What follows belongs to an exercise in optimizing a design on an open flow for small area and a short achievable clock period; a production flow would make more cautious choices.
At most, simulation tests tie the RTL to the original design; equivalence was not proved.
The RTL of runs 4 to 6 was laid out without a check of its function.
No activity file was given, so power comes from the tool's default toggle rates.

--- design/flow/flow/run.sh ---
#!/bin/bash
# Standard layout, with port buffers of the smallest buffer cell.
set -e
export BUFFER_PORTS_ARGS="-buffer_cell sky130_fd_sc_hd__buf_1"
bash standard.sh > standard.log 2>&1
--- design/flow/standard.sh ---
#!/bin/bash
# synth_recipe.tcl (not shown) runs the flow's synth.tcl, then flattens the netlist and writes it again
# the make line also repeats each setting of config.mk as NAME=value (left out here)
make -C /OpenROAD-flow-scripts/flow DESIGN_CONFIG=/design/flow/config.mk WORK_HOME=/design/flow/orfs CLKGATE_MAP_FILE= SYNTH_SCRIPT=/design/flow/synth_recipe.tcl "${@:-finish}"
--- design/flow/config.mk ---
export PLATFORM = sky130hd
export DESIGN_NAME = opstack
export DESIGN_NICKNAME = opstack
export VERILOG_FILES = /design/flow/design.v
export SDC_FILE = /design/flow/constraint.sdc
export NUM_CORES = 4
export LEC_CHECK = 0
export CAP_MARGIN = 20
export CORE_MARGIN = 2
export CORE_UTILIZATION = 40
export CTS_BUF_LIST = sky130_fd_sc_hd__clkbuf_4 sky130_fd_sc_hd__clkbuf_8
export SETUP_SLACK_MARGIN = 2.5
export SLEW_MARGIN = 20
export SYNTH_HIERARCHICAL = 1
export TNS_END_PERCENT = 0
--- design/flow/constraint.sdc ---
create_clock -name core_clock -period 7.0 [get_ports {clk}]
set_input_delay 1.4000 -clock core_clock [delete_from_list [all_inputs] [get_ports {clk}]]
set_output_delay 1.4000 -clock core_clock [all_outputs]
set_load 0.01 [all_outputs]
--- design/flow/design.v ---
module alu(a, b, f, x, push, op, s);
  input [15:0] a, b;
  input [4:0] f;
  input [15:0] x;
  input push, op;
  output [15:0] s;
  wire f_add  = (f == 5'b00000);
  wire f_sub  = (f == 5'b00001);
  wire f_mul  = (f == 5'b00010);
  wire f_shl  = (f == 5'b00011);
  wire f_shr  = (f == 5'b00100);
  wire f_band = (f == 5'b00101);
  wire f_bor  = (f == 5'b00110);
  wire f_bxor = (f == 5'b00111);
  wire f_and  = (f == 5'b01000);
  wire f_or   = (f == 5'b01001);
  wire f_eq   = (f == 5'b01010);
  wire f_ne   = (f == 5'b01011);
  wire f_ge   = (f == 5'b01100);
  wire f_le   = (f == 5'b01101);
  wire f_gt   = (f == 5'b01110);
  wire f_lt   = (f == 5'b01111);
  wire f_neg  = (f == 5'b10000);
  wire f_bnot = (f == 5'b10001);
  wire f_not  = (f == 5'b10010);
  wire [15:0] e, ba, bo, bna;
  eqv16 eqv0(.a(a), .b(b), .e(e));
  lgc16 lgc0(.a(a), .b(b), .ba(ba), .bo(bo), .bna(bna));
  wire eq = &e;
  wire ge_u;                           
  cmp16 cmp0(.g(bna), .p(e), .c(ge_u));
  wire lt = (b[15] ^ a[15]) ? b[15] : ~ge_u;
  wire anz = |a, bnz = |b;
  wire bit0 = (f_and & anz & bnz) | (f_or & (anz | bnz)) | (f_eq & eq) |
              (f_ne & ~eq) | (f_ge & ~lt) | (f_le & (lt | eq)) |
              (f_gt & ~(lt | eq)) | (f_lt & lt) | (f_not & ~anz);
  wire big = |a[15:4];
  wire [15:0] br;
  genvar i;
  generate for (i = 0; i < 16; i = i + 1) begin : g_rev
    assign br[i] = b[15 - i];
  end endgenerate
  wire [15:0] bs = f[2] ? br : b;
  wire [15:0] sh = bs << a[3:0];
  wire [15:0] shr;
  generate for (i = 0; i < 16; i = i + 1) begin : g_rev2
    assign shr[i] = sh[15 - i];
  end endgenerate
  wire [15:0] nra, nrb;
  mul_rows mul0(.a(a), .b(b), .nra(nra), .nrb(nrb));
  wire opv  = ~push & op;
  wire hold = ~push & ~op;
  wire s_mul = opv & f_mul;
  wire s_b   = opv & (f_add | f_sub);
  wire s_ap  = opv & f_add;
  wire s_an  = opv & (f_sub | f_neg | f_bnot);
  wire s_and = opv & f_band;
  wire s_or  = opv & f_bor;
  wire s_xor = opv & f_bxor;
  wire s_shl = opv & f_shl & ~big;
  wire s_shr = opv & f_shr & ~big;
  wire s_cmp = opv;
  wire ci    = opv & (f_sub | f_neg);
  wire [15:0] lo = ({16{push}} & x) | ({16{hold}} & a) | ({16{s_b}} & b) |
                   ({16{s_and}} & ba) | ({16{s_or}} & bo) |
                   ({16{s_xor}} & ~e) | ({16{s_shl}} & sh) |
                   ({16{s_shr}} & shr) | {15'd0, s_cmp & bit0};
  wire [15:0] vo = ({16{s_ap}} & a) | ({16{s_an}} & ~a);
  wire [15:0] u, v;
  rowsel rsu(.s(s_mul), .n(nra), .o(lo), .y(u));
  rowsel rsv(.s(s_mul), .n({nrb[15:1], 1'b1}), .o(vo), .y(v));
  add16 add0(.u(u), .v(v), .ci(ci), .s(s));
endmodule
module rowsel(s, n, o, y);
  input s;
  input [15:0] n, o;
  output [15:0] y;
  assign y = ({16{s}} & ~n) | o;
endmodule
module eqv16(a, b, e);
  input [15:0] a, b;
  output [15:0] e;
  assign e = ~(b ^ a);
endmodule
module lgc16(a, b, ba, bo, bna);
  input [15:0] a, b;
  output [15:0] ba, bo, bna;
  assign ba = b & a;
  assign bo = b | a;
  assign bna = b & ~a;
endmodule
module add16(u, v, ci, s);
  input [15:0] u, v;
  input ci;
  output [15:0] s;
  wire [15:0] p = u ^ v;
  wire [15:0] g = u & v;
  wire [15:0] c;
  prefix16 pre0(.g({g[15:1], g[0] | (p[0] & ci)}), .p(p), .c(c));
  assign s = p ^ {c[14:0], ci};
endmodule
module prefix16(g, p, c);
  input [15:0] g, p;
  output [15:0] c;
  wire [15:0] G0, P0, G1, P1, G2, P2, G3, P3, G4, P4;
  assign G0 = g;
  assign P0 = p;
  genvar i;
  generate
    for (i = 0; i < 16; i = i + 1) begin : g_pre
      if ((i % 2) >= 1) begin : l1
        assign G1[i] = G0[i] | (P0[i] & G0[(i/2)*2 + 0]);
        assign P1[i] = P0[i] & P0[(i/2)*2 + 0];
      end else begin : l1n
        assign G1[i] = G0[i]; assign P1[i] = P0[i];
      end
      if ((i % 4) >= 2) begin : l2
        assign G2[i] = G1[i] | (P1[i] & G1[(i/4)*4 + 1]);
        assign P2[i] = P1[i] & P1[(i/4)*4 + 1];
      end else begin : l2n
        assign G2[i] = G1[i]; assign P2[i] = P1[i];
      end
      if ((i % 8) >= 4) begin : l3
        assign G3[i] = G2[i] | (P2[i] & G2[(i/8)*8 + 3]);
        assign P3[i] = P2[i] & P2[(i/8)*8 + 3];
      end else begin : l3n
        assign G3[i] = G2[i]; assign P3[i] = P2[i];
      end
      if ((i % 16) >= 8) begin : l4
        assign G4[i] = G3[i] | (P3[i] & G3[7]);
        assign P4[i] = P3[i] & P3[7];
      end else begin : l4n
        assign G4[i] = G3[i]; assign P4[i] = P3[i];
      end
      assign c[i] = G4[i];
    end
  endgenerate
endmodule
module cmp16(g, p, c);
  input [15:0] g, p;
  output c;
  wire [15:0] g1 = {g[15:1], g[0] | p[0]};
  wire [7:0] G1, P1;
  wire [3:0] G2, P2;
  wire [1:0] G3, P3;
  genvar i;
  generate
    for (i = 0; i < 8; i = i + 1) begin : l1
      assign G1[i] = g1[2*i+1] | (p[2*i+1] & g1[2*i]);
      assign P1[i] = p[2*i+1] & p[2*i];
    end
    for (i = 0; i < 4; i = i + 1) begin : l2
      assign G2[i] = G1[2*i+1] | (P1[2*i+1] & G1[2*i]);
      assign P2[i] = P1[2*i+1] & P1[2*i];
    end
    for (i = 0; i < 2; i = i + 1) begin : l3
      assign G3[i] = G2[2*i+1] | (P2[2*i+1] & G2[2*i]);
      assign P3[i] = P2[2*i+1] & P2[2*i];
    end
  endgenerate
  assign c = G3[1] | (P3[1] & G3[0]);
endmodule
module mul_rows(a, b, nra, nrb);
  input [15:0] a, b;
  output [15:0] nra, nrb;   
  wire [15:0] npp [0:15];
  genvar gi;
  generate for (gi = 0; gi < 16; gi = gi + 1) begin : g_pp
    assign npp[gi] = ~(b & {16{a[gi]}});
  end endgenerate
  wire s1;
  wire c2;
  wire s3;
  wire c4;
  wire s5;
  wire c6;
  wire x7;
  wire x8;
  wire x9;
  wire x10;
  wire x11;
  wire s12;
  wire c13;
  wire s14;
  wire c15;
  wire s16;
  wire c17;
  wire s18;
  wire c19;
  wire s20;
  wire c21;
  wire s22;
  wire c23;
  wire s24;
  wire c25;
  wire s26;
  wire c27;
  wire s28;
  wire c29;
  wire s30;
  wire c31;
  wire s32;
  wire c33;
  wire s34;
  wire c35;
  wire s36;
  wire c37;
  wire s38;
  wire c39;
  wire s40;
  wire c41;
  wire s42;
  wire c43;
  wire s44;
  wire c45;
  wire s46;
  wire c47;
  wire x48;
  wire x49;
  wire x50;
  wire x51;
  wire x52;
  wire x53;
  wire s54;
  wire c55;
  wire s56;
  wire c57;
  wire s58;
  wire c59;
  wire s60;
  wire c61;
  wire s62;
  wire c63;
  wire s64;
  wire c65;
  wire s66;
  wire c67;
  wire s68;
  wire c69;
  wire s70;
  wire c71;
  wire s72;
  wire c73;
  wire s74;
  wire c75;
  wire s76;
  wire c77;
  wire s78;
  wire c79;
  wire s80;
  wire c81;
  wire s82;
  wire c83;
  wire s84;
  wire c85;
  wire s86;
  wire c87;
  wire s88;
  wire c89;
  wire s90;
  wire c91;
  wire s92;
  wire c93;
  wire s94;
  wire c95;
  wire s96;
  wire c97;
  wire s98;
  wire c99;
  wire s100;
  wire c101;
  wire x102;
  wire x103;
  wire x104;
  wire x105;
  wire x106;
  wire s107;
  wire c108;
  wire s109;
  wire c110;
  wire s111;
  wire c112;
  wire s113;
  wire c114;
  wire s115;
  wire c116;
  wire s117;
  wire c118;
  wire s119;
  wire c120;
  wire s121;
  wire c122;
  wire s123;
  wire c124;
  wire s125;
  wire c126;
  wire s127;
  wire c128;
  wire s129;
  wire c130;
  wire s131;
  wire c132;
  wire s133;
  wire c134;
  wire s135;
  wire c136;
  wire s137;
  wire c138;
  wire s139;
  wire c140;
  wire s141;
  wire c142;
  wire s143;
  wire c144;
  wire s145;
  wire c146;
  wire s147;
  wire c148;
  wire x149;
  wire x150;
  wire x151;
  wire x152;
  wire s153;
  wire c154;
  wire s155;
  wire c156;
  wire s157;
  wire c158;
  wire s159;
  wire c160;
  wire s161;
  wire c162;
  wire s163;
  wire c164;
  wire s165;
  wire c166;
  wire s167;
  wire c168;
  wire s169;
  wire c170;
  wire s171;
  wire c172;
  wire s173;
  wire c174;
  wire s175;
  wire c176;
  wire x177;
  wire x178;
  wire x179;
  wire s180;
  wire c181;
  wire s182;
  wire c183;
  wire s184;
  wire c185;
  wire s186;
  wire c187;
  wire s188;
  wire c189;
  wire s190;
  wire c191;
  wire s192;
  wire c193;
  wire s194;
  wire c195;
  wire s196;
  wire c197;
  wire s198;
  wire c199;
  wire s200;
  wire c201;
  wire s202;
  wire c203;
  wire s204;
  wire c205;
  wire x206;
  wire x207;
  wire x208;
  wire x209;
  nha us1(.a(npp[0][13]), .b(npp[1][12]), .s(s1), .co(c2));
  fa us3(.a(npp[0][14]), .b(npp[1][13]), .c(npp[2][12]), .s(s3), .co(c4));
  nha us5(.a(npp[3][11]), .b(npp[4][10]), .s(s5), .co(c6));
  assign x7 = npp[0][15] ^ npp[1][14];
  assign x8 = npp[2][13] ^ npp[3][12];
  assign x9 = npp[4][11] ^ npp[5][10];
  assign x10 = npp[6][9] ^ npp[7][8];
  assign x11 = npp[8][7] ^ npp[9][6];
  nha us12(.a(npp[0][9]), .b(npp[1][8]), .s(s12), .co(c13));
  fa us14(.a(npp[0][10]), .b(npp[1][9]), .c(npp[2][8]), .s(s14), .co(c15));
  nha us16(.a(npp[3][7]), .b(npp[4][6]), .s(s16), .co(c17));
  fa us18(.a(npp[0][11]), .b(npp[1][10]), .c(npp[2][9]), .s(s18), .co(c19));
  fa us20(.a(npp[3][8]), .b(npp[4][7]), .c(npp[5][6]), .s(s20), .co(c21));
  nha us22(.a(npp[6][5]), .b(npp[7][4]), .s(s22), .co(c23));
  fa us24(.a(npp[0][12]), .b(npp[1][11]), .c(npp[2][10]), .s(s24), .co(c25));
  fa us26(.a(npp[3][9]), .b(npp[4][8]), .c(npp[5][7]), .s(s26), .co(c27));
  fa us28(.a(npp[6][6]), .b(npp[7][5]), .c(npp[8][4]), .s(s28), .co(c29));
  nha us30(.a(npp[9][3]), .b(npp[10][2]), .s(s30), .co(c31));
  fa us32(.a(npp[2][11]), .b(npp[3][10]), .c(npp[4][9]), .s(s32), .co(c33));
  fa us34(.a(npp[5][8]), .b(npp[6][7]), .c(npp[7][6]), .s(s34), .co(c35));
  fa us36(.a(npp[8][5]), .b(npp[9][4]), .c(npp[10][3]), .s(s36), .co(c37));
  fa us38(.a(npp[11][2]), .b(npp[12][1]), .c(npp[13][0]), .s(s38), .co(c39));
  fa us40(.a(npp[5][9]), .b(npp[6][8]), .c(npp[7][7]), .s(s40), .co(c41));
  fa us42(.a(npp[8][6]), .b(npp[9][5]), .c(npp[10][4]), .s(s42), .co(c43));
  fa us44(.a(npp[11][3]), .b(npp[12][2]), .c(npp[13][1]), .s(s44), .co(c45));
  fa us46(.a(npp[14][0]), .b(c2), .c(s3), .s(s46), .co(c47));
  assign x48 = npp[10][5] ^ npp[11][4];
  assign x49 = npp[12][3] ^ npp[13][2];
  assign x50 = npp[14][1] ^ npp[15][0];
  assign x51 = c4 ^ c6;
  assign x52 = x7 ^ x8;
  assign x53 = x9 ^ x10;
  nha us54(.a(npp[0][6]), .b(npp[1][5]), .s(s54), .co(c55));
  fa us56(.a(npp[0][7]), .b(npp[1][6]), .c(npp[2][5]), .s(s56), .co(c57));
  nha us58(.a(npp[3][4]), .b(npp[4][3]), .s(s58), .co(c59));
  fa us60(.a(npp[0][8]), .b(npp[1][7]), .c(npp[2][6]), .s(s60), .co(c61));
  fa us62(.a(npp[3][5]), .b(npp[4][4]), .c(npp[5][3]), .s(s62), .co(c63));
  nha us64(.a(npp[6][2]), .b(npp[7][1]), .s(s64), .co(c65));
  fa us66(.a(npp[2][7]), .b(npp[3][6]), .c(npp[4][5]), .s(s66), .co(c67));
  fa us68(.a(npp[5][4]), .b(npp[6][3]), .c(npp[7][2]), .s(s68), .co(c69));
  fa us70(.a(npp[8][1]), .b(npp[9][0]), .c(s12), .s(s70), .co(c71));
  fa us72(.a(npp[5][5]), .b(npp[6][4]), .c(npp[7][3]), .s(s72), .co(c73));
  fa us74(.a(npp[8][2]), .b(npp[9][1]), .c(npp[10][0]), .s(s74), .co(c75));
  fa us76(.a(c13), .b(s14), .c(s16), .s(s76), .co(c77));
  fa us78(.a(npp[8][3]), .b(npp[9][2]), .c(npp[10][1]), .s(s78), .co(c79));
  fa us80(.a(npp[11][0]), .b(c15), .c(c17), .s(s80), .co(c81));
  fa us82(.a(s18), .b(s20), .c(s22), .s(s82), .co(c83));
  fa us84(.a(npp[11][1]), .b(npp[12][0]), .c(c19), .s(s84), .co(c85));
  fa us86(.a(c21), .b(c23), .c(s24), .s(s86), .co(c87));
  fa us88(.a(s26), .b(s28), .c(s30), .s(s88), .co(c89));
  fa us90(.a(s1), .b(c25), .c(c27), .s(s90), .co(c91));
  fa us92(.a(c29), .b(c31), .c(s32), .s(s92), .co(c93));
  fa us94(.a(s34), .b(s36), .c(s38), .s(s94), .co(c95));
  fa us96(.a(s5), .b(c33), .c(c35), .s(s96), .co(c97));
  fa us98(.a(c37), .b(c39), .c(s40), .s(s98), .co(c99));
  fa us100(.a(s42), .b(s44), .c(s46), .s(s100), .co(c101));
  assign x102 = x11 ^ c41;
  assign x103 = c43 ^ c45;
  assign x104 = c47 ^ x48;
  assign x105 = x49 ^ x50;
  assign x106 = x51 ^ x52;
  nha us107(.a(npp[0][4]), .b(npp[1][3]), .s(s107), .co(c108));
  fa us109(.a(npp[0][5]), .b(npp[1][4]), .c(npp[2][3]), .s(s109), .co(c110));
  nha us111(.a(npp[3][2]), .b(npp[4][1]), .s(s111), .co(c112));
  fa us113(.a(npp[2][4]), .b(npp[3][3]), .c(npp[4][2]), .s(s113), .co(c114));
  fa us115(.a(npp[5][1]), .b(npp[6][0]), .c(s54), .s(s115), .co(c116));
  fa us117(.a(npp[5][2]), .b(npp[6][1]), .c(npp[7][0]), .s(s117), .co(c118));
  fa us119(.a(c55), .b(s56), .c(s58), .s(s119), .co(c120));
  fa us121(.a(npp[8][0]), .b(c57), .c(c59), .s(s121), .co(c122));
  fa us123(.a(s60), .b(s62), .c(s64), .s(s123), .co(c124));
  fa us125(.a(c61), .b(c63), .c(c65), .s(s125), .co(c126));
  fa us127(.a(s66), .b(s68), .c(s70), .s(s127), .co(c128));
  fa us129(.a(c67), .b(c69), .c(c71), .s(s129), .co(c130));
  fa us131(.a(s72), .b(s74), .c(s76), .s(s131), .co(c132));
  fa us133(.a(c73), .b(c75), .c(c77), .s(s133), .co(c134));
  fa us135(.a(s78), .b(s80), .c(s82), .s(s135), .co(c136));
  fa us137(.a(c79), .b(c81), .c(c83), .s(s137), .co(c138));
  fa us139(.a(s84), .b(s86), .c(s88), .s(s139), .co(c140));
  fa us141(.a(c85), .b(c87), .c(c89), .s(s141), .co(c142));
  fa us143(.a(s90), .b(s92), .c(s94), .s(s143), .co(c144));
  fa us145(.a(c91), .b(c93), .c(c95), .s(s145), .co(c146));
  fa us147(.a(s96), .b(s98), .c(s100), .s(s147), .co(c148));
  assign x149 = x53 ^ c97;
  assign x150 = c99 ^ c101;
  assign x151 = x102 ^ x103;
  assign x152 = x104 ^ x105;
  nha us153(.a(npp[0][3]), .b(npp[1][2]), .s(s153), .co(c154));
  fa us155(.a(npp[2][2]), .b(npp[3][1]), .c(npp[4][0]), .s(s155), .co(c156));
  fa us157(.a(npp[5][0]), .b(c108), .c(s109), .s(s157), .co(c158));
  fa us159(.a(c110), .b(c112), .c(s113), .s(s159), .co(c160));
  fa us161(.a(c114), .b(c116), .c(s117), .s(s161), .co(c162));
  fa us163(.a(c118), .b(c120), .c(s121), .s(s163), .co(c164));
  fa us165(.a(c122), .b(c124), .c(s125), .s(s165), .co(c166));
  fa us167(.a(c126), .b(c128), .c(s129), .s(s167), .co(c168));
  fa us169(.a(c130), .b(c132), .c(s133), .s(s169), .co(c170));
  fa us171(.a(c134), .b(c136), .c(s137), .s(s171), .co(c172));
  fa us173(.a(c138), .b(c140), .c(s141), .s(s173), .co(c174));
  fa us175(.a(c142), .b(c144), .c(s145), .s(s175), .co(c176));
  assign x177 = x106 ^ c146;
  assign x178 = c148 ^ x149;
  assign x179 = x150 ^ x151;
  nha us180(.a(npp[0][2]), .b(npp[1][1]), .s(s180), .co(c181));
  fa us182(.a(npp[2][1]), .b(npp[3][0]), .c(s153), .s(s182), .co(c183));
  fa us184(.a(s107), .b(c154), .c(s155), .s(s184), .co(c185));
  fa us186(.a(s111), .b(c156), .c(s157), .s(s186), .co(c187));
  fa us188(.a(s115), .b(c158), .c(s159), .s(s188), .co(c189));
  fa us190(.a(s119), .b(c160), .c(s161), .s(s190), .co(c191));
  fa us192(.a(s123), .b(c162), .c(s163), .s(s192), .co(c193));
  fa us194(.a(s127), .b(c164), .c(s165), .s(s194), .co(c195));
  fa us196(.a(s131), .b(c166), .c(s167), .s(s196), .co(c197));
  fa us198(.a(s135), .b(c168), .c(s169), .s(s198), .co(c199));
  fa us200(.a(s139), .b(c170), .c(s171), .s(s200), .co(c201));
  fa us202(.a(s143), .b(c172), .c(s173), .s(s202), .co(c203));
  fa us204(.a(s147), .b(c174), .c(s175), .s(s204), .co(c205));
  assign x206 = x152 ^ c176;
  assign x207 = x177 ^ x178;
  assign x208 = x179 ^ c205;
  assign x209 = x206 ^ x207;
  assign nra = {~x208, c203, c201, c199, c197, c195, c193, c191, c189, c187, c185, c183, c181, npp[2][0], npp[0][1], npp[0][0]};
  assign nrb = {x209, s204, s202, s200, s198, s196, s194, s192, s190, s188, s186, s184, s182, s180, npp[1][0], 1'b1};
endmodule
module fa(a, b, c, s, co);
  input a, b, c;
  output s, co;
  assign s = a ^ b ^ c;
  assign co = (a & b) | (a & c) | (b & c);
endmodule
module nha(a, b, s, co);
  input a, b;
  output s, co;
  assign s = ~(a ^ b);
  assign co = a | b;
endmodule
module stack(clk, push, pop, d, qtop, qnext);
  parameter N=16;
  input clk, push, pop;
  input [N-1:0] d;
  output [N-1:0] qtop, qnext;
  reg [N-1:0] q[0:3];
  wire [N-1:0] n1, n2, n3;
  assign qtop=q[0];
  assign qnext=q[1];
  wire dn = push;             
  wire up = pop & ~push;      
  wire hd = ~push & ~pop;     
  sel3 #(N) m1(.s0(dn), .s1(up), .s2(hd), .a(q[0]), .b(q[2]), .c(q[1]), .y(n1));
  sel3 #(N) m2(.s0(dn), .s1(up), .s2(hd), .a(q[1]), .b(q[3]), .c(q[2]), .y(n2));
  sel2 #(N) m3(.s0(dn), .s1(hd), .a(q[2]), .b(q[3]), .y(n3));
  always @(posedge clk)
    begin
      q[0] <= d;
      q[1] <= n1;
      q[2] <= n2;
      q[3] <= n3;
    end
endmodule
module sel3(s0, s1, s2, a, b, c, y);
  parameter N=16;
  input s0, s1, s2;
  input [N-1:0] a, b, c;
  output [N-1:0] y;
  assign y = ({N{s0}} & a) | ({N{s1}} & b) | ({N{s2}} & c);
endmodule
module sel2(s0, s1, a, b, y);
  parameter N=16;
  input s0, s1;
  input [N-1:0] a, b;
  output [N-1:0] y;
  assign y = ({N{s0}} & a) | ({N{s1}} & b);
endmodule
module opstack(clk, num, op, x, qtop);
  input clk, num, op;
  input [15:0] x;
  output [15:0] qtop;
  wire [15:0] qnext, d;
  wire push, pop;
  alu alu0(.a(qtop), .b(qnext), .f(x[4:0]), .x(x), .push(num), .op(op), .s(d));
  stack stack0(clk, push, pop, d, qtop, qnext);
  assign push=num;
  assign pop=op&~x[4];
endmodule
==> out/summary.txt, run 1 <==
Worst-Margin Slew - 1040 ps
MaxCap Viol Count - 0
Worst-path maximum fanout - 19
Worst EP required - 7240 ps
Gpl congestion - 0.964
Multi-input gate area - 6580 sq um
Global-route usage over all layers - 0.243
Highest clock rate - 224 MHz
Syn. warnings - 10
Syn avg cell area - 8.41 sq um
Floorplan core area - 21200 sq um
Most common cell on crit path - a21o_1
HP Class - flip-flop to flip-flop
Max Buffers Root-to-Sink - 2
Critical Path Max Stage Delay - 570 ps
Worst path slowest cell - a211oi_1
Sequential cell area - 1350 sq um
Crit-path cells - clkbuf_4 > buf_12 > nand2b_4 > nor3_4 > or2b_4 > buf_4 > o21ai_0 > a211oi_1 > o221ai_1 > a21o_1 > ha_1 > a21oi_2 > o21bai_2 > a21oi_4 > inv_2 > a21o_1 > xor2_1
Fillcell total - 2063
I/O Buffers - 34
Number of global-route vias before repair - 7478
First-pass GRT wire length - 42500 um
Largest register FFs - 64
Final Skew - 12.3 ps
Clock transition at path regs - 80 ps
Root cell of the clock tree - clkbuf_8
Critical path arrival - 4710 ps
WL per Instance - 20.7 um
DR pass1 iterations - 7
Leak - 4.22 nW
Row cnt - 53
Drc violations - 0
Number of routed nets with antenna violations - 0
Metal3 WL - 2090 um
Reg2Reg Setup Slack - 2600 ps
Post-DP HPWL - 18500 um
Metal1 wirelength - 12300 um
Total vias in the final route - 7853
Slew HR - 0.307
Final #Nets - 1192
Critical path launch point type - input pin
CTS sink cnt - 64
Die Ht - 151 um
Metal2 WL - 12800 um
Drt total wl - 27800 um
Worst-case vdd ir drop - 157 uV
Starting Density - 0.410
Io pins - 35
Initial antenna violation count - 0
CTS Buf Count - 9
Critical Path Sink Type - flip-flop
Fin crit period - 4470 ps
Fin. Hold Viols - 0
Antenna diode count - 0
Pins Over Slew Limit - 0
Setup-failing EPs final - 0
GRT overflow - 0
Total power - 2.04 mW
Mapped Area - 8670 sq um
Power per cell area - 208 nW/um^2
Unrepaired setup endpoints after global routing - yes
Biggest regs - stack0.q x64
Worst setup path class - input pin to flip-flop
Syn Nets - 1157
Area growth from synthesis to layout - 13.3%
Largest net degree at the start of global routing - 49
Avg Vias per Cell - 5.84
Initial DRC count - 830
Top Metal Used - met4
H-tree depth - 3
Die width - 151 um
Status - no timing/DRC/antenna violations
Largest Register - stack0.q
Share of post-route cells with drive strength above 1 - 0.205
Die area - 22900 sq um
Final worst path period share - 0.639
CTS tree - yes
Fin Hold WS - 478 ps
Post-Syn Instances - 1031
Setup TNS - 0 ps
Clk Latency, worst-skew pair - 360 ps
Finished Core Util - 0.464
==> worst paths after layout <==
check,end,start,depth (start not counted)
setup / recovery,stack0.q[0][13]$_DFF_P_,num,17
hold reg to reg,stack0.q[3][4]$_DFF_P_,stack0.q[3][4]$_DFF_P_,1
setup reg to reg,stack0.q[0][7]$_DFF_P_,stack0.q[1][1]$_DFF_P_,19
hold / removal,stack0.q[3][4]$_DFF_P_,stack0.q[3][4]$_DFF_P_,1
==> critical path, delay by kind of cell <==
kind                     cells  cell delay (ps)
AND/OR/NAND/NOR              3              490
AO/OA/AOI/OAI                8             1790
XOR/XNOR                     1              130
buffers and inverters        4              540
adder cells (fa/ha/maj)      1              340
==> repair_timing <==
action,in CTS,in global routing
hold buffers,0,0
endpoints found under the setup margin,13,9
pin swaps,5,13
buffers inserted,13,43
gates cloned,2,2
resized for setup,59,52
==> metrics by stage <==
| stage | cell area, sq um | setup WS, ps | cells |
|---|---|---|---|
| 2_1_floorplan | 8710 | 2490 | 1031 |
| 3_3_place_gp | 8730 | 1310 | 1270 |
| 3_5_place_dp | 8730 | 1240 | 1270 |
| 4_1_cts | 9250 | 2500 | 1300 |
| 5_1_grt | 9820 | 2450 | 1345 |
| 6_report | 9820 | 2530 | 1345 |
==> area by class of cell <==
type                            instances  share of cell area
Clock buffer                           10              0.0140
Clock inverter                          5             0.00344
Inverter                              121              0.0462
Multi-Input combinational cell        754               0.670
Sequential cell                        64               0.138
Tap cell                              275              0.0350
Timing Repair Buffer                  116              0.0931
==> report_power, final <==
part | switching (mW) | internal, mW | leakage (nW)
combinational | 0.659 | 0.533 | 3.59
clock | 0.156 | 0.135 | 0.0841
sequential | 0.126 | 0.430 | 0.544
total | 0.941 | 1.10 | 4.22
==> layer usage <==
layer	up-vias	GRT usage
li1	3583	-
met1	3913	0.343
met2	312	0.379
met3	45	0.0446
met4	0	0.0710
met5	-	0.00682
==> placed cells by master (no fill, tap or decap), types with 7 or more instances in the layout <==
master and count:
a211oi_1 9, a21o_1 29, a21o_2 12, a21oi_1 14
a221oi_1 8, a222oi_1 36, a22o_1 11, a22oi_1 14
and2_1 18, buf_1 28, buf_4 68, clkbuf_8 10
dfxtp_1 39, dfxtp_2 9, dfxtp_4 16, fa_1 78
ha_1 25, inv_1 118, mux2i_1 11, mux4_2 11
nand2_1 173, nand4_1 7, nor2_1 38, nor2b_1 21
nor4_1 9, o21ai_0 39, o221ai_2 8, or2_1 18
xnor2_1 34, xor2_1 22
==> inputs of run 2 (changes only) <==
--- a/design/flow/config.mk
+++ b/design/flow/config.mk
@@ -10,5 +10,5 @@
 export CORE_UTILIZATION = 40
 export CTS_BUF_LIST = sky130_fd_sc_hd__clkbuf_4 sky130_fd_sc_hd__clkbuf_8
-export SETUP_SLACK_MARGIN = 2.5
+export SETUP_SLACK_MARGIN = 3.0
 export SLEW_MARGIN = 20
 export SYNTH_HIERARCHICAL = 1
==> out/summary.txt, run 2 <==
Final #Nets - 1172 (-1.7%)
Highest clock rate - 225 MHz (+0.56%)
Root cell of the clock tree - clkbuf_8
Critical R2R Launch - stack0.q[0][6]$_DFF_P_
Initial DRC count - 789 (-4.9%)
Biggest regs - stack0.q x64
Setup TNS - 0 ps (unchanged)
Worst EP required - 7240 ps (about the same)
Avg Vias per Cell - 5.82 (-0.36%)
Fin. Hold Viols - 0 (unchanged)
Crit-path cells - buf_12 > buf_4 > or4b_4 > nor4_4 > nand2b_1 > o221ai_1 > a21o_1 > ha_1 > and3_1 > a22o_1 > or2_1 > a21o_1 > a21o_1 > xor2_1
Fillcell total - 2068 (+0.24%)
I/O Buffers - 34 (unchanged)
Final Skew - 13.8 ps (+1.50 ps)
HP Class - flip-flop to flip-flop
Fin crit period - 4440 ps (-25.1 ps)
Leak - 4.14 nW (-2.0%)
Worst setup path class - input pin to flip-flop
Starting Density - 0.410 (unchanged)
Number of routed nets with antenna violations - 0 (unchanged)
Mapped Area - 8670 sq um (unchanged)
Share of post-route cells with drive strength above 1 - 0.188 (-0.0163)
Most frequent cells in the layout - nand2_1, inv_1, fa_1
Final worst slack - 2560 ps (+25.1 ps)
Drc violations - 0 (unchanged)
Max Buffers Root-to-Sink - 2 (unchanged)
Syn. warnings - 10 (unchanged)
Hold_sp - stack0.q[3][11]$_DFF_P_
Finished Core Util - 0.458 (-0.00609)
Die Ht - 151 um (unchanged)
Die area - 22900 sq um (unchanged)
Critical path launch point type - input pin
Worst hold stages - 1 (unchanged)
Critical path arrival - 4690 ps (-20 ps)
Worst path slowest cell - or4b_4
WHS Endpoint - stack0.q[3][11]$_DFF_P_
Reg2Reg Depth - 15 (-4)
Setup-failing EPs final - 0 (unchanged)
H-tree depth - 3 (unchanged)
Die width - 151 um (unchanged)
GRT overflow - 0 (unchanged)
Area growth from synthesis to layout - 11.8%
Row cnt - 53 (unchanged)
Largest net degree at the start of global routing - 74 (+51%)
Pins Over Slew Limit - 0 (unchanged)
Clk Latency, worst-skew pair - 370 ps (about the same)
Global-route usage over all layers - 0.250 (+0.00687)
Antenna diode count - 0 (unchanged)
CTS tree - yes
Status - no timing/DRC/antenna violations
Critical Path Max Stage Delay - 550 ps (-20 ps)
Most common cell on crit path - a21o_1
Total vias in the final route - 7714 (-1.8%)
First-pass GRT wire length - 43300 um (+1.9%)
CTS Buf Count - 9 (unchanged)
Initial antenna violation count - 0 (unchanged)
Commonest non-fill, non-tap cell in the layout - nand2_1
Reg2Reg Setup Slack - 2690 ps (+90 ps)
Post-Syn Instances - 1031 (unchanged)
Final worst path period share - 0.635 (-0.00359)
Post-DP HPWL - 18600 um (+0.44%)
Number of global-route vias before repair - 7605 (+1.7%)
Floorplan core area - 21200 sq um (unchanged)
DR pass1 iterations - 7 (unchanged)
CTS sink cnt - 64 (unchanged)
R2r endpoint - stack0.q[0][15]$_DFF_P_
Critical Path Sink Type - flip-flop
Syn avg cell area - 8.41 sq um (unchanged)
Largest Register - stack0.q
WL per Instance - 20.8 um (+0.46%)
MaxCap Viol Count - 0 (unchanged)
Post-place setup slack - 1470 ps (+227 ps)
Worst-case vdd ir drop - 211 uV (+34%)
Gpl congestion - 0.986 (+2.2%)
Sequential cell area - 1350 sq um (-0.56%)
Multi-input gate area - 6520 sq um (-1.0%)
Worst-path maximum fanout - 7 (-12)
Total power - 2.14 mW (+5.0%)
Clock transition at path regs - 80 ps (about the same)
Slew HR - 0.306 (about the same)
Power per cell area - 221 nW/um^2 (+6.4%)
Drt total wl - 27500 um (-0.96%)
Syn Nets - 1157 (unchanged)
Worst-Margin Slew - 1040 ps (+0.391 ps)
Unrepaired setup endpoints after global routing - yes
Io pins - 35 (unchanged)
Largest register FFs - 64 (unchanged)
## run 2: cell types whose count changed in the layout (fill, tap and decap cells not counted), sizes merged
| cell | delta |
|---|---|
| buf | -16 |
| bufinv | +3 |
| clkbuf | -3 |
| clkinv | -2 |
| clkinvlp | -1 |
| inv | +1 |
| nor3 | -1 |
## run 2: layer usage
metal,track usage,up-vias,share of wire
li1,-,3539,-
met1,0.339,3782,0.43
met2,0.394,324,0.46
met3,0.0506,69,0.076
met4,0.0911,0,0.036
met5,0,-,0
## run 2: critical path: cells and delay by family
kind                     cells  cell delay [ps]
adder cells (fa/ha/maj)      1              250
XOR/XNOR                     1              140
AO/OA/AOI/OAI                5             1060
buffers and inverters        2              250
AND/OR/NAND/NOR              5             1590
## run 2: what timing repair did
action / 4_1_cts / 5_1_grt
gates resized for setup: 92 / 14
endpoints found under the setup margin: 15 / 13
gates cloned: 1 / 0
setup buffers: 33 / 6
hold buffers: 0 / 0
pin swaps: 14 / 3
## run 2: layout make-up
cell class / instances / area share
multi-input cells: 753 / 0.672
repair buffers: 97 / 0.0803
inverters: 121 / 0.0469
flip-flops and latches: 64 / 0.139
clock inverters: 6 / 0.0119
clock buffers: 10 / 0.0142
well taps: 275 / 0.0355
## run 2: how the worst max path moves through the flow
stage,from,to,slack [ps],depth (start not counted)
after global placement,x[2],stack0.q[0][13]$_DFF_P_,1550,17
after detailed placement,x[2],stack0.q[0][13]$_DFF_P_,1470,17
after CTS,x[2],stack0.q[0][7]$_DFF_P_,2620,16
after global routing,x[2],stack0.q[0][7]$_DFF_P_,2430,16
after floorplan,x[2],stack0.q[0][13]$_DFF_P_,2500,16
final,x[2],stack0.q[0][7]$_DFF_P_,2560,14
## run 2: where the power goes
part	internal (mW)	total (mW)	switching, mW	leakage [nW]
registers	0.429	0.544	0.115	0.543
logic	0.525	1.18	0.658	3.47
clock network	0.248	0.414	0.166	0.123
## run 2: metrics by stage
step	cell area, sq um	hold slack (ps)	cells
floorplan	8710	437	1031
global placement	8740	452	1270
detailed placement	8740	455	1270
CTS	9590	479	1320
global route	9690	495	1326
finish	9690	474	1326
==> inputs of run 3 (changes only) <==
--- a/design/flow/config.mk
+++ b/design/flow/config.mk
@@ -8,8 +8,7 @@
 export CAP_MARGIN = 20
 export CORE_MARGIN = 2
-export CORE_UTILIZATION = 40
+export CORE_UTILIZATION = 65
 export CTS_BUF_LIST = sky130_fd_sc_hd__clkbuf_4 sky130_fd_sc_hd__clkbuf_8
-export SETUP_SLACK_MARGIN = 3.0
+export SETUP_SLACK_MARGIN = 2.5
 export SLEW_MARGIN = 20
 export SYNTH_HIERARCHICAL = 1
-export TNS_END_PERCENT = 0
==> out/summary.txt, run 3 <==
Setup-failing EPs final - 0 (unchanged)
CTS Buf Count - 9 (unchanged)
HP Class - flip-flop to flip-flop
Avg Vias per Cell - 6.65 (+14%)
NetSw - 0.985 mW (+5.0%)
Fillcell total - 980 (-53%)
Fin. Hold Viols - 0 (unchanged)
Flop pwr share - 0.251 (-0.003)
Total power - 2.17 mW (+1.4%)
Drc violations - 0 (unchanged)
Die width - 119 um (-21%)
Met1 usage - 0.520 (+0.180)
Combinational share of power - 0.575 (+0.022)
Starting Density - 0.660 (+0.250)
Inst Count DP - 1171 (-7.8%)
Power per cell area - 222 nW/um^2 (+0.40%)
Initial DRC count - 1281 (+62%)
Critical Path Sink Type - flip-flop
Final Skew - 10.4 ps (-3.41 ps)
Floorplan core area - 13100 sq um (-38%)
Pins Over Slew Limit - 0 (unchanged)
MaxCap Viol Count - 0 (unchanged)
Sequential cell area - 1360 sq um (+1.0%)
Gpl congestion - 0.964 (-2.2%)
Worst-Margin Slew - 1060 ps (+21.3 ps)
Syn. warnings - 10 (unchanged)
Mapped Area - 8670 sq um (unchanged)
Multi-input gate area - 6610 sq um (+1.4%)
Largest register FFs - 64 (unchanged)
Met3 Use GR - 0.101 (+0.0505)
Slew HR - 0.292 (-0.0142)
Worst-case vdd ir drop - 217 uV (+3.1%)
Max Buffers Root-to-Sink - 2 (unchanged)
Final #Nets - 1178 (+0.51%)
Biggest regs - stack0.q x64
Syn Nets - 1157 (unchanged)
Grt peak-use layer - met2
Syn avg cell area - 8.41 sq um (unchanged)
Met2 Usage GRT - 0.610 (+0.216)
Pint - 1.19 mW (-1.4%)
Area growth from synthesis to layout - 12.9%
Die area - 14300 sq um (-38%)
DR pass1 iterations - 8 (+1)
GRT overflow - 0 (unchanged)
Unrepaired setup endpoints after global routing - no
Critical path arrival - 4750 ps (+60 ps)
Root cell of the clock tree - clkbuf_8
Total vias in the final route - 8207 (+6.4%)
Number of global-route vias before repair - 7976 (+4.9%)
Fin crit period - 4490 ps (+49.1 ps)
Largest net degree at the start of global routing - 49 (-34%)
WL per Instance - 23.0 um (+11%)
Commonest non-fill, non-tap cell in the layout - nand2_1
Row cnt - 42 (-21%)
Largest Register - stack0.q
Clock transition at path regs - 80 ps (about the same)
Worst setup path class - input pin to flip-flop
Status - no timing/DRC/antenna violations
H-tree depth - 3 (unchanged)
First-pass GRT wire length - 43100 um (-0.53%)
Post-DP HPWL - 18200 um (-2.0%)
Post-Syn Instances - 1031 (unchanged)
Critical path launch point type - input pin
Switching share of power - 0.454 (+0.0154)
Io pins - 35 (unchanged)
CTS sink cnt - 64 (unchanged)
Clk Latency, worst-skew pair - 370 ps (about the same)
Worst-path maximum fanout - 19 (+12)
Setup TNS - 0 ps (unchanged)
Initial antenna violation count - 1 (+1)
Fin cells - 1234 (-6.9%)
Global-route usage over all layers - 0.392 (+0.142)
Number of routed nets with antenna violations - 0 (unchanged)
CTS tree - yes
Highest clock rate - 223 MHz (-1.1%)
Finished Core Util - 0.745 (+0.287)
Clk pwr share - 0.174 (-0.019)
Leak - 4.23 nW (+2.4%)
Drt total wl - 28400 um (+3.2%)
Die Ht - 119 um (-21%)
Most frequent cells in the layout - nand2_1, inv_1, fa_1
Worst EP required - 7260 ps (+20 ps)
I/O Buffers - 34 (unchanged)
Final worst path period share - 0.642 (+0.00702)
Share of post-route cells with drive strength above 1 - 0.201 (+0.0122)
-- run 3: path summary, 6_finish.rpt --
path | start | endpoint | slack [ps] | depth (start not counted)
worst max register to register | stack0.q[1][14]$_DFF_P_ | stack0.q[0][15]$_DFF_P_ | 2600 | 13
worst min register to register | stack0.q[3][15]$_DFF_P_ | stack0.q[2][15]$_DFF_P_ | 480 | 2
worst max-delay path | num | stack0.q[0][13]$_DFF_P_ | 2510 | 16
worst min-delay path | stack0.q[3][15]$_DFF_P_ | stack0.q[2][15]$_DFF_P_ | 480 | 2
-- run 3: layout make-up --
type | instances | area share
clock inverter | 7 | 0.0105
antenna | 1 | 0.000256
multi-input combinational | 753 | 0.675
timing repair buffer | 103 | 0.0942
sequential | 64 | 0.139
tap | 176 | 0.0225
inverter | 121 | 0.0464
clock buffer | 9 | 0.0127
-- run 3: per-layer routing --
metal	share of wire	up-vias
met2	0.47	576
met5	0	-
met4	0.038	0
met1	0.38	3977
li1	-	3551
met3	0.12	103
-- run 3: critical path, stage by stage --
cell and delay (ps):
buf_2 220, buf_12 190, nand2b_1 210, nor3_4 90
and3_2 330, a221oi_2 370, o221ai_1 190, a21o_2 220
ha_1 330, and3_1 180, a22o_1 230, a41o_4 240
a21oi_4 170, inv_2 60, a21o_1 160, xor2_1 140
-- run 3: power by group through the flow --
stage / combinational (mW) / sequential (mW) / clock [mW]
after detailed placement: 1.05 / 0.567 / 0
after CTS: 1.09 / 0.558 / 0.380
final: 1.25 / 0.545 / 0.377
after global placement: 1.01 / 0.561 / 0
after global routing: 1.37 / 0.548 / 0.394
after floorplan: 0.952 / 0.522 / 0
-- run 3: what timing repair did --
action,CTS,global route
resized for setup,66,79
hold buffers,0,0
pin swaps,3,10
cloned,1,3
buffers inserted,9,33
setup endpoints to repair,13,9
endpoints found under the hold margin,0,0
-- run 3: metrics by stage --
stage | setup WS (ps) | area, sq um | hold slack, ps
global route | 2490 | 9790 | 499
finish | 2510 | 9790 | 479
detailed placement | 1230 | 8610 | 461
CTS | 2500 | 9120 | 478
global placement | 1380 | 8610 | 451
floorplan | 2500 | 8710 | 437
==> inputs of run 4 (changes only) <==
--- a/design/flow/design.v
+++ b/design/flow/design.v
@@ -378,7 +378,9 @@
   wire x208;
   wire x209;
-  nha us1(.a(npp[0][13]), .b(npp[1][12]), .s(s1), .co(c2));
+  xnr us1(.a(npp[0][13]), .b(npp[1][12]), .y(s1));
+  orr uc2(.a(npp[0][13]), .b(npp[1][12]), .y(c2));
   fa us3(.a(npp[0][14]), .b(npp[1][13]), .c(npp[2][12]), .s(s3), .co(c4));
-  nha us5(.a(npp[3][11]), .b(npp[4][10]), .s(s5), .co(c6));
+  xnr us5(.a(npp[3][11]), .b(npp[4][10]), .y(s5));
+  orr uc6(.a(npp[3][11]), .b(npp[4][10]), .y(c6));
   assign x7 = npp[0][15] ^ npp[1][14];
   assign x8 = npp[2][13] ^ npp[3][12];
@@ -386,14 +388,18 @@
   assign x10 = npp[6][9] ^ npp[7][8];
   assign x11 = npp[8][7] ^ npp[9][6];
-  nha us12(.a(npp[0][9]), .b(npp[1][8]), .s(s12), .co(c13));
+  xnr us12(.a(npp[0][9]), .b(npp[1][8]), .y(s12));
+  orr uc13(.a(npp[0][9]), .b(npp[1][8]), .y(c13));
   fa us14(.a(npp[0][10]), .b(npp[1][9]), .c(npp[2][8]), .s(s14), .co(c15));
-  nha us16(.a(npp[3][7]), .b(npp[4][6]), .s(s16), .co(c17));
+  xnr us16(.a(npp[3][7]), .b(npp[4][6]), .y(s16));
+  orr uc17(.a(npp[3][7]), .b(npp[4][6]), .y(c17));
   fa us18(.a(npp[0][11]), .b(npp[1][10]), .c(npp[2][9]), .s(s18), .co(c19));
   fa us20(.a(npp[3][8]), .b(npp[4][7]), .c(npp[5][6]), .s(s20), .co(c21));
-  nha us22(.a(npp[6][5]), .b(npp[7][4]), .s(s22), .co(c23));
+  xnr us22(.a(npp[6][5]), .b(npp[7][4]), .y(s22));
+  orr uc23(.a(npp[6][5]), .b(npp[7][4]), .y(c23));
   fa us24(.a(npp[0][12]), .b(npp[1][11]), .c(npp[2][10]), .s(s24), .co(c25));
   fa us26(.a(npp[3][9]), .b(npp[4][8]), .c(npp[5][7]), .s(s26), .co(c27));
   fa us28(.a(npp[6][6]), .b(npp[7][5]), .c(npp[8][4]), .s(s28), .co(c29));
-  nha us30(.a(npp[9][3]), .b(npp[10][2]), .s(s30), .co(c31));
+  xnr us30(.a(npp[9][3]), .b(npp[10][2]), .y(s30));
+  orr uc31(.a(npp[9][3]), .b(npp[10][2]), .y(c31));
   fa us32(.a(npp[2][11]), .b(npp[3][10]), .c(npp[4][9]), .s(s32), .co(c33));
   fa us34(.a(npp[5][8]), .b(npp[6][7]), .c(npp[7][6]), .s(s34), .co(c35));
@@ -410,10 +416,13 @@
   assign x52 = x7 ^ x8;
   assign x53 = x9 ^ x10;
-  nha us54(.a(npp[0][6]), .b(npp[1][5]), .s(s54), .co(c55));
+  xnr us54(.a(npp[0][6]), .b(npp[1][5]), .y(s54));
+  orr uc55(.a(npp[0][6]), .b(npp[1][5]), .y(c55));
   fa us56(.a(npp[0][7]), .b(npp[1][6]), .c(npp[2][5]), .s(s56), .co(c57));
-  nha us58(.a(npp[3][4]), .b(npp[4][3]), .s(s58), .co(c59));
+  xnr us58(.a(npp[3][4]), .b(npp[4][3]), .y(s58));
+  orr uc59(.a(npp[3][4]), .b(npp[4][3]), .y(c59));
   fa us60(.a(npp[0][8]), .b(npp[1][7]), .c(npp[2][6]), .s(s60), .co(c61));
   fa us62(.a(npp[3][5]), .b(npp[4][4]), .c(npp[5][3]), .s(s62), .co(c63));
-  nha us64(.a(npp[6][2]), .b(npp[7][1]), .s(s64), .co(c65));
+  xnr us64(.a(npp[6][2]), .b(npp[7][1]), .y(s64));
+  orr uc65(.a(npp[6][2]), .b(npp[7][1]), .y(c65));
   fa us66(.a(npp[2][7]), .b(npp[3][6]), .c(npp[4][5]), .s(s66), .co(c67));
   fa us68(.a(npp[5][4]), .b(npp[6][3]), .c(npp[7][2]), .s(s68), .co(c69));
@@ -439,7 +448,9 @@
   assign x105 = x49 ^ x50;
   assign x106 = x51 ^ x52;
-  nha us107(.a(npp[0][4]), .b(npp[1][3]), .s(s107), .co(c108));
+  xnr us107(.a(npp[0][4]), .b(npp[1][3]), .y(s107));
+  orr uc108(.a(npp[0][4]), .b(npp[1][3]), .y(c108));
   fa us109(.a(npp[0][5]), .b(npp[1][4]), .c(npp[2][3]), .s(s109), .co(c110));
-  nha us111(.a(npp[3][2]), .b(npp[4][1]), .s(s111), .co(c112));
+  xnr us111(.a(npp[3][2]), .b(npp[4][1]), .y(s111));
+  orr uc112(.a(npp[3][2]), .b(npp[4][1]), .y(c112));
   fa us113(.a(npp[2][4]), .b(npp[3][3]), .c(npp[4][2]), .s(s113), .co(c114));
   fa us115(.a(npp[5][1]), .b(npp[6][0]), .c(s54), .s(s115), .co(c116));
@@ -464,5 +475,6 @@
   assign x151 = x102 ^ x103;
   assign x152 = x104 ^ x105;
-  nha us153(.a(npp[0][3]), .b(npp[1][2]), .s(s153), .co(c154));
+  xnr us153(.a(npp[0][3]), .b(npp[1][2]), .y(s153));
+  orr uc154(.a(npp[0][3]), .b(npp[1][2]), .y(c154));
   fa us155(.a(npp[2][2]), .b(npp[3][1]), .c(npp[4][0]), .s(s155), .co(c156));
   fa us157(.a(npp[5][0]), .b(c108), .c(s109), .s(s157), .co(c158));
@@ -479,5 +491,6 @@
   assign x178 = c148 ^ x149;
   assign x179 = x150 ^ x151;
-  nha us180(.a(npp[0][2]), .b(npp[1][1]), .s(s180), .co(c181));
+  xnr us180(.a(npp[0][2]), .b(npp[1][1]), .y(s180));
+  orr uc181(.a(npp[0][2]), .b(npp[1][1]), .y(c181));
   fa us182(.a(npp[2][1]), .b(npp[3][0]), .c(s153), .s(s182), .co(c183));
   fa us184(.a(s107), .b(c154), .c(s155), .s(s184), .co(c185));
@@ -505,9 +518,13 @@
   assign co = (a & b) | (a & c) | (b & c);
 endmodule
-module nha(a, b, s, co);
+module xnr(a, b, y);
   input a, b;
-  output s, co;
-  assign s = ~(a ^ b);
-  assign co = a | b;
+  output y;
+  assign y = ~(a ^ b);
+endmodule
+module orr(a, b, y);
+  input a, b;
+  output y;
+  assign y = a | b;
 endmodule
 module stack(clk, push, pop, d, qtop, qnext);
--- a/design/flow/config.mk
+++ b/design/flow/config.mk
@@ -8,7 +8,7 @@
 export CAP_MARGIN = 20
 export CORE_MARGIN = 2
-export CORE_UTILIZATION = 65
+export CORE_UTILIZATION = 40
 export CTS_BUF_LIST = sky130_fd_sc_hd__clkbuf_4 sky130_fd_sc_hd__clkbuf_8
-export SETUP_SLACK_MARGIN = 2.5
+export SETUP_SLACK_MARGIN = 3.0
 export SLEW_MARGIN = 20
 export SYNTH_HIERARCHICAL = 1
==> out/summary.txt, run 4 <==
Multi-input gate area - 6660 sq um (+0.83%)
Pins Over Slew Limit - 0 (unchanged)
Unrepaired setup endpoints after global routing - yes
Share of post-route cells with drive strength above 1 - 0.233 (+0.0323)
H-tree depth - 3 (unchanged)
Clk Latency, worst-skew pair - 370 ps (about the same)
Global-route usage over all layers - 0.245 (-0.146)
CTS Buf Count - 9 (unchanged)
Syn. warnings - 10 (unchanged)
Final worst slack - 2570 ps (+64.4 ps)
Finished layout cell area - 9940 sq um (+1.5%)
Critical path arrival - 4670 ps (-80 ps)
CTS sink cnt - 64 (unchanged)
Setup TNS - 0 ps (unchanged)
Cts hold-fix bufs - 0 (unchanged)
Sequential cell area - 1370 sq um (+0.74%)
Largest register FFs - 64 (unchanged)
Post-place setup slack - 1250 ps (+19.4 ps)
Combinational share of power - 0.573 (-0.002)
HP Class - flip-flop to flip-flop
Initial antenna violation count - 0 (-1)
CTS tree - yes
Setup-failing EPs final - 0 (unchanged)
Syn avg cell area - 8.57 sq um (+2.0%)
Worst-case vdd ir drop - 170 uV (-22%)
GRT overflow - 0 (unchanged)
Worst EP required - 7240 ps (-20 ps)
Inst Count DP - 1234 (+5.4%)
Mapped Area - 8510 sq um (-1.9%)
Io pins - 35 (unchanged)
Critical Path Max Stage Delay - 550 ps (+180 ps)
Critical Path Sink Type - flip-flop
Biggest regs - stack0.q x64
Post-Syn Instances - 992 (-3.8%)
Area growth from synthesis to layout - 16.9%
Number of global-route vias before repair - 7407 (-7.1%)
Worst-Margin Slew - 1050 ps (-5.46 ps)
DP Area - 8590 sq um (-0.19%)
Drt total wl - 27900 um (-1.8%)
Drc violations - 0 (unchanged)
Highest clock rate - 226 MHz (+1.5%)
Starting Density - 0.406 (-0.254)
Die Ht - 150 um (+25%)
Switching share of power - 0.453 (-0.000939)
Worst-path maximum fanout - 5 (-14)
Largest Register - stack0.q
WL per Instance - 21.3 um (-7.5%)
Fin Hold WS - 477 ps (-2.42 ps)
Die area - 22400 sq um (+57%)
I/O Buffers - 34 (unchanged)
Syn Nets - 1105 (-4.5%)
Crit-path cells - buf_12 > buf_8 > mux4_2 > mux2i_2 > nor2_1 > a31oi_2 > mux2_4 > o221ai_1 > a21o_2 > ha_4 > and3_1 > a22o_1 > a41o_4 > a21oi_4 > inv_2 > a21o_1 > xor2_1
Antenna diode count - 0 (-1)
Commonest non-fill, non-tap cell in the layout - nand2_1
Number of routed nets with antenna violations - 0 (unchanged)
Clk pwr share - 0.162 (-0.012)
Power per cell area - 213 nW/um^2 (-4.1%)
Most frequent cells in the layout - nand2_1, fa_1, inv_1
Post-DP HPWL - 18100 um (-0.62%)
Worst setup path class - input pin to flip-flop
Fin cells - 1310 (+6.2%)
Status - no timing/DRC/antenna violations
Total vias in the final route - 7731 (-5.8%)
Fin crit period - 4430 ps (-64.4 ps)
Critical path launch point type - input pin
Row cnt - 53 (+26%)
Max Buffers Root-to-Sink - 2 (unchanged)
NetSw - 0.958 mW (-2.8%)
Initial DRC count - 904 (-29%)
First-pass GRT wire length - 42300 um (-1.9%)
Final #Nets - 1143 (-3.0%)
Finished Core Util - 0.474 (-0.271)
Leak - 3.92 nW (-7.4%)
Flop pwr share - 0.265 (+0.014)
DR pass1 iterations - 6 (-2)
Gpl congestion - 0.923 (-4.2%)
Floorplan core area - 21000 sq um (+60%)
Clock transition at path regs - 80 ps (about the same)
Slew HR - 0.296 (+0.00365)
Pint - 1.16 mW (-2.5%)
Final worst path period share - 0.633 (-0.00919)
Largest net degree at the start of global routing - 74 (+51%)
MaxCap Viol Count - 0 (unchanged)
Fillcell total - 2092 (+110%)
Final Skew - 20.8 ps (+10.4 ps)
Total power - 2.11 mW (-2.6%)
Avg Vias per Cell - 5.90 (-11%)
Root cell of the clock tree - clkbuf_8
Fin. Hold Viols - 0 (unchanged)
Die width - 150 um (+25%)
Worst path slowest cell - mux4_2
## run 4: path summary, 6_finish.rpt
check                           from                      end  slack [ps]  cells after the start
min           stack0.q[3][4]$_DFF_P_   stack0.q[3][4]$_DFF_P_         480                      1
max                             x[2]  stack0.q[0][13]$_DFF_P_        2570                     17
min reg2reg   stack0.q[3][4]$_DFF_P_   stack0.q[3][4]$_DFF_P_         480                      1
max reg2reg  stack0.q[1][14]$_DFF_P_  stack0.q[0][15]$_DFF_P_        2680                     13
## run 4: critical path: cells and delay by family
family	cells	cell delay [ps]
compound gates	7	1370
fa+ha+maj	1	250
xor+xnor	1	140
simple gates	2	260
buf+inv	3	270
mux	3	970
## run 4: cell type report
cell class | count | share of cell area
repair buffers | 120 | 0.111
inverters | 69 | 0.0261
flip-flops and latches | 64 | 0.138
clock buffers | 9 | 0.0125
clock inverters | 7 | 0.00818
multi-input cells | 766 | 0.670
well taps | 275 | 0.0346
## run 4: metal layers
layer  GRT usage  up-vias  wire [um]
met3      0.0445       62       2410
met5           0        -          0
met2       0.382      353      12700
met4      0.0684        0        747
met1       0.348     3804      12000
li1            -     3512          -
## run 4: repair_timing
item / 4_1_cts / 5_1_grt
gates resized for setup: 107 / 45
setup buffers: 37 / 16
gates cloned: 3 / 4
pin swaps: 19 / 14
endpoints found under the setup margin: 16 / 13
## run 4: power groups by stage
stage	sequential [mW]	combinational, mW	clock (mW)
2_1_floorplan	0.522	0.953	0
3_3_place_gp	0.574	1.02	0
3_5_place_dp	0.574	1.02	0
4_1_cts	0.559	1.14	0.354
5_1_grt	0.569	1.35	0.367
6_report	0.561	1.21	0.342
==> inputs of run 5 (changes only) <==
--- a/design/flow/config.mk
+++ b/design/flow/config.mk
@@ -10,5 +10,5 @@
 export CORE_UTILIZATION = 40
 export CTS_BUF_LIST = sky130_fd_sc_hd__clkbuf_4 sky130_fd_sc_hd__clkbuf_8
-export SETUP_SLACK_MARGIN = 3.0
+export SETUP_SLACK_MARGIN = 2.5
 export SLEW_MARGIN = 20
 export SYNTH_HIERARCHICAL = 1
==> out/summary.txt, run 5 <==
Clk Latency, worst-skew pair - 390 ps (+20 ps)
Post-place setup slack - 1440 ps (+194 ps)
Status - no timing/DRC/antenna violations
Starting Density - 0.406 (unchanged)
Biggest regs - stack0.q x64
Final #Nets - 1135 (-0.70%)
Largest register FFs - 64 (unchanged)
Slew HR - 0.495 (+0.199)
Critical Path Max Stage Delay - 600 ps (+50 ps)
WL per Instance - 20.6 um (-3.4%)
Drc violations - 0 (unchanged)
Area growth from synthesis to layout - 12.8%
Syn avg cell area - 8.57 sq um (unchanged)
I/O Buffers - 34 (unchanged)
Root cell of the clock tree - clkbuf_8
Setup-failing EPs final - 0 (unchanged)
Die area - 22400 sq um (unchanged)
Highest clock rate - 224 MHz (-0.85%)
Post-Syn Instances - 992 (unchanged)
Die width - 150 um (unchanged)
CTS sink cnt - 64 (unchanged)
HP Class - flip-flop to flip-flop
Fin. Hold Viols - 0 (unchanged)
Drt total wl - 26800 um (-3.9%)
Syn Nets - 1105 (unchanged)
Finished layout cell area - 9590 sq um (-3.5%)
Setup TNS - 0 ps (unchanged)
First-pass GRT wire length - 40700 um (-3.8%)
Fin Hold WS - 474 ps (-2.45 ps)
Sequential cell area - 1340 sq um (-1.8%)
CTS tree - yes
MaxCap Viol Count - 0 (unchanged)
Final Skew - 36.9 ps (+16.1 ps)
Worst path slowest cell - mux4_1
CTS Buf Count - 9 (unchanged)
Total vias in the final route - 7704 (-0.35%)
Most frequent cells in the layout - nand2_1, fa_1, inv_1
Largest net degree at the start of global routing - 74 (unchanged)
Post-DP HPWL - 17500 um (-3.0%)
Fin crit period - 4470 ps (+38.0 ps)
Pins Over Slew Limit - 0 (unchanged)
Critical path launch point type - input pin
Inst Count DP - 1235 (+0.081%)
Final worst slack - 2530 ps (-38.0 ps)
Number of routed nets with antenna violations - 0 (unchanged)
Worst-path maximum fanout - 6 (+1)
Total power - 2.12 mW (+0.29%)
Floorplan core area - 21000 sq um (unchanged)
Initial DRC count - 1012 (+12%)
Fin cells - 1302 (-0.61%)
DR pass1 iterations - 9 (+3)
Worst EP required - 7260 ps (+20 ps)
DP Area - 8600 sq um (about the same)
Initial antenna violation count - 0 (unchanged)
Io pins - 35 (unchanged)
Gpl congestion - 0.920 (-0.36%)
Crit-path cells - buf_12 > buf_12 > mux4_1 > mux2i_2 > mux2_2 > mux2i_1 > nand2b_1 > nand4_1 > a21o_2 > fa_2 > a21o_1 > a22o_1 > a41o_4 > a21oi_4 > inv_2 > a21o_1 > xor2_1
Fillcell total - 2077 (-0.72%)
GRT overflow - 0 (unchanged)
Syn. warnings - 10 (unchanged)
Row cnt - 53 (unchanged)
Leak - 3.81 nW (-2.7%)
Global-route usage over all layers - 0.235 (-0.00990)
Unrepaired setup endpoints after global routing - yes
Largest Register - stack0.q
H-tree depth - 3 (unchanged)
Multi-input gate area - 6470 sq um (-2.9%)
Avg Vias per Cell - 5.92 (+0.26%)
Number of global-route vias before repair - 7216 (-2.6%)
Critical path arrival - 4730 ps (+60 ps)
Worst setup path class - input pin to flip-flop
Clock transition at path regs - 80 ps (about the same)
Worst-Margin Slew - 755 ps (-298 ps)
Final worst path period share - 0.638 (+0.00543)
Die Ht - 150 um (unchanged)
Share of post-route cells with drive strength above 1 - 0.194 (-0.0391)
Critical Path Sink Type - flip-flop
Worst-case vdd ir drop - 220 uV (+29%)
Antenna diode count - 0 (unchanged)
Finished Core Util - 0.458 (-0.0168)
Max Buffers Root-to-Sink - 2 (unchanged)
Power per cell area - 221 nW/um^2 (+4.0%)
Mapped Area - 8510 sq um (unchanged)
Commonest non-fill, non-tap cell in the layout - nand2_1
-- run 5: final timing paths --
kind | slack [ps] | cells after the start | from | end
hold reg to reg | 470 | 2 | stack0.q[3][14]$_DFF_P_ | stack0.q[2][14]$_DFF_P_
setup / recovery | 2530 | 17 | x[2] | stack0.q[0][13]$_DFF_P_
setup reg to reg | 2660 | 15 | stack0.q[0][8]$_DFF_P_ | stack0.q[0][15]$_DFF_P_
hold / removal | 470 | 2 | stack0.q[3][14]$_DFF_P_ | stack0.q[2][14]$_DFF_P_
-- run 5: metal layers --
layer | part of all wire | track usage | routed length, um | vias up
met4 | 0.022 | 0.0736 | 584 | 0
met1 | 0.44 | 0.335 | 11800 | 3800
li1 | - | - | - | 3504
met3 | 0.085 | 0.0473 | 2280 | 55
met2 | 0.45 | 0.358 | 12100 | 345
met5 | 0 | 0 | 0 | -
-- run 5: what timing repair did --
| action | CTS | global route |
|---|---|---|
| pin swaps | 8 | 12 |
| gates resized for setup | 43 | 55 |
| hold buffers | 0 | 0 |
| setup buffers | 18 | 28 |
| endpoints found under the setup margin | 12 | 10 |
| gates cloned | 1 | 3 |
-- run 5: area by class of cell --
type / count / share of cell area
multi-input combinational: 766 / 0.674
timing repair buffer: 112 / 0.0992
sequential: 64 / 0.140
clock inverter: 7 / 0.0107
inverter: 69 / 0.0270
clock buffer: 9 / 0.0129
tap: 275 / 0.0359
-- run 5: power breakdown --
group / total, mW / internal [mW] / leakage [nW] / switching, mW
logic: 1.20 / 0.542 / 3.16 / 0.654
clock network: 0.381 / 0.204 / 0.110 / 0.177
registers: 0.543 / 0.429 / 0.542 / 0.114
total: 2.12 / 1.18 / 3.81 / 0.946
-- run 5: critical path, delay by kind of cell --
kind	cells	cell delay, ps
adders and majority gates	1	360
buffers and inverters	3	280
AOI/OAI and AO/OA	6	1230
and+or+nand+nor	2	180
xor gates and xnor gates	1	130
muxes	4	1140
==> inputs of run 6 (changes only) <==
--- a/design/flow/config.mk
+++ b/design/flow/config.mk
@@ -10,5 +10,5 @@
 export CORE_UTILIZATION = 40
 export CTS_BUF_LIST = sky130_fd_sc_hd__clkbuf_4 sky130_fd_sc_hd__clkbuf_8
-export SETUP_SLACK_MARGIN = 2.5
+export SETUP_SLACK_MARGIN = 2.0
 export SLEW_MARGIN = 20
 export SYNTH_HIERARCHICAL = 1
==> out/summary.txt, run 6 <==
Critical Path Sink Type - flip-flop
CTS sink cnt - 64 (unchanged)
Cts hold-fix bufs - 0 (unchanged)
Starting Density - 0.406 (unchanged)
DP Area - 8590 sq um (about the same)
Total vias in the final route - 7347 (-4.6%)
Final #Nets - 1085 (-4.4%)
Clock transition at path regs - 70 ps (about the same)
Row cnt - 53 (unchanged)
Slew HR - 0.300 (-0.195)
Gpl congestion - 0.931 (+1.2%)
Io pins - 35 (unchanged)
Initial DRC count - 709 (-30%)
Pins Over Slew Limit - 0 (unchanged)
Crit-path cells - buf_1 > nor2b_1 > a22oi_1 > o21ai_0 > a211oi_1 > o221ai_1 > a21o_1 > ha_1 > and3_1 > a22o_1 > a41o_4 > a21oi_4 > inv_2 > a21o_1 > xor2_1
Worst setup path class - input pin to flip-flop
Finished layout cell area - 8890 sq um (-7.3%)
H-tree depth - 3 (unchanged)
Power per cell area - 228 nW/um^2 (+2.9%)
Worst EP required - 7250 ps (about the same)
GRT overflow - 0 (unchanged)
Root cell of the clock tree - clkbuf_8
First-pass GRT wire length - 40000 um (-1.7%)
Drt total wl - 25300 um (-5.4%)
Fin crit period - 4940 ps (+476 ps)
HP Class - flip-flop to flip-flop
Critical R2R Launch - stack0.q[0][6]$_DFF_P_
I/O Buffers - 34 (unchanged)
Worst path slowest cell - a211oi_1
Antenna diode count - 0 (unchanged)
Worst-Margin Slew - 1050 ps (+292 ps)
Max Buffers Root-to-Sink - 2 (unchanged)
Syn Nets - 1105 (unchanged)
Die width - 150 um (unchanged)
Mapped Area - 8510 sq um (unchanged)
Critical path launch point type - input pin
WHS Endpoint - stack0.q[2][14]$_DFF_P_
Avg Vias per Cell - 5.87 (-0.83%)
Critical path arrival - 5190 ps (+460 ps)
Clk Latency, worst-skew pair - 370 ps (-20 ps)
WL per Instance - 20.2 um (-1.6%)
Syn. warnings - 10 (unchanged)
Crit path from - x[1]
Hold_sp - stack0.q[3][14]$_DFF_P_
WP buf/inv - 2 (-1)
Largest register FFs - 64 (unchanged)
Setup-failing EPs final - 0 (unchanged)
Number of global-route vias before repair - 7023 (-2.7%)
Reg2Reg Setup Slack - 2210 ps (-450 ps)
CTS tree - yes
Global-route usage over all layers - 0.231 (-0.00425)
Final worst path period share - 0.706 (+0.0680)
Cell family with most CP delay - compound AO/OA/AOI/OAI gates
R2r endpoint - stack0.q[0][15]$_DFF_P_
DR pass1 iterations - 7 (-2)
Critical Path Max Stage Delay - 510 ps (-90 ps)
Highest clock rate - 202 MHz (-9.6%)
Leak - 3.47 nW (-9.0%)
Die Ht - 150 um (unchanged)
Die area - 22400 sq um (unchanged)
Most common cell on crit path - a21o_1
Most frequent cells in the layout - nand2_1, fa_1, inv_1
Drc violations - 0 (unchanged)
Initial antenna violation count - 0 (unchanged)
Unrepaired setup endpoints after global routing - yes
Reg2Reg Depth - 15 (unchanged)
Post-DP HPWL - 17900 um (+2.1%)
Worst hold stages - 2 (unchanged)
Final Skew - 16.7 ps (-20.2 ps)
MaxCap Viol Count - 0 (unchanged)
Worst-case vdd ir drop - 167 uV (-24%)
Worst-path maximum fanout - 13 (+7)
Number of routed nets with antenna violations - 0 (unchanged)
Area growth from synthesis to layout - 4.47%
Biggest regs - stack0.q x64
Commonest non-fill, non-tap cell in the layout - nand2_1
Syn avg cell area - 8.57 sq um (unchanged)
Status - no timing/DRC/antenna violations
CTS Buf Count - 9 (unchanged)
Setup TNS - 0 ps (unchanged)
Post-Syn Instances - 992 (unchanged)
Floorplan core area - 21000 sq um (unchanged)
Largest net degree at the start of global routing - 65 (-12%)
Largest Register - stack0.q
Fin. Hold Viols - 0 (unchanged)
Share of post-route cells with drive strength above 1 - 0.113 (-0.0812)
==> run 6: through the flow <==
stage | setup WS (ps) | utilization | std cells | power (mW) | hold WS, ps
final | 2060 | 0.424 | 1252 | 2.02 | 466
after global routing | 1960 | 0.424 | 1252 | 2.18 | 492
after CTS | 2010 | 0.422 | 1252 | 2.02 | 464
after detailed placement | 1620 | 0.410 | 1236 | 1.60 | 451
after global placement | 1610 | 0.410 | 1236 | 1.60 | 443
after floorplan | 2240 | - | 992 | 1.47 | 437
==> run 6: final cells by class <==
| class | count | area (sq um) |
|---|---|---|
| fillers | 2131 | 12100 |
| repair buffers | 62 | 349 |
| well taps | 275 | 344 |
| multi-input cells | 766 | 6390 |
| clock inverters | 6 | 114 |
| flip-flops and latches | 64 | 1290 |
| clock buffers | 10 | 138 |
| inverters | 69 | 259 |
==> run 6: how the worst max path moves through the flow <==
stage,endpoint,slack (ps),cells after the start
after floorplan,stack0.q[0][13]$_DFF_P_,2240,17
after CTS,stack0.q[0][13]$_DFF_P_,2010,17
final,stack0.q[0][13]$_DFF_P_,2060,15
after global routing,stack0.q[0][13]$_DFF_P_,1960,15
after detailed placement,stack0.q[0][13]$_DFF_P_,1620,17
after global placement,stack0.q[0][13]$_DFF_P_,1610,17
==> run 6: repair_timing <==
action | 4_1_cts | 5_1_grt
resized for setup | 1 | 14
setup buffers | 0 | 0
setup endpoints to repair | 2 | 8
==> run 6: power breakdown <==
group          switching (mW)  total, mW  internal [mW]
registers               0.126      0.550          0.423
logic                   0.602       1.06          0.460
clock network           0.163      0.411          0.248
total                   0.891       2.02           1.13
==> run 6: tightest hold or removal path, stage by stage, from the launching register on <==
cell and delay (ps):
dfxtp_1 330, a222oi_1 60, inv_1 50
==> run 6: layer usage <==
metal,up-vias,global-route usage,routed length [um]
li1,3396,-,-
met1,3623,0.331,11500
met2,292,0.358,11300
met3,36,0.0473,2150
met4,0,0.0538,471
met5,-,0,0
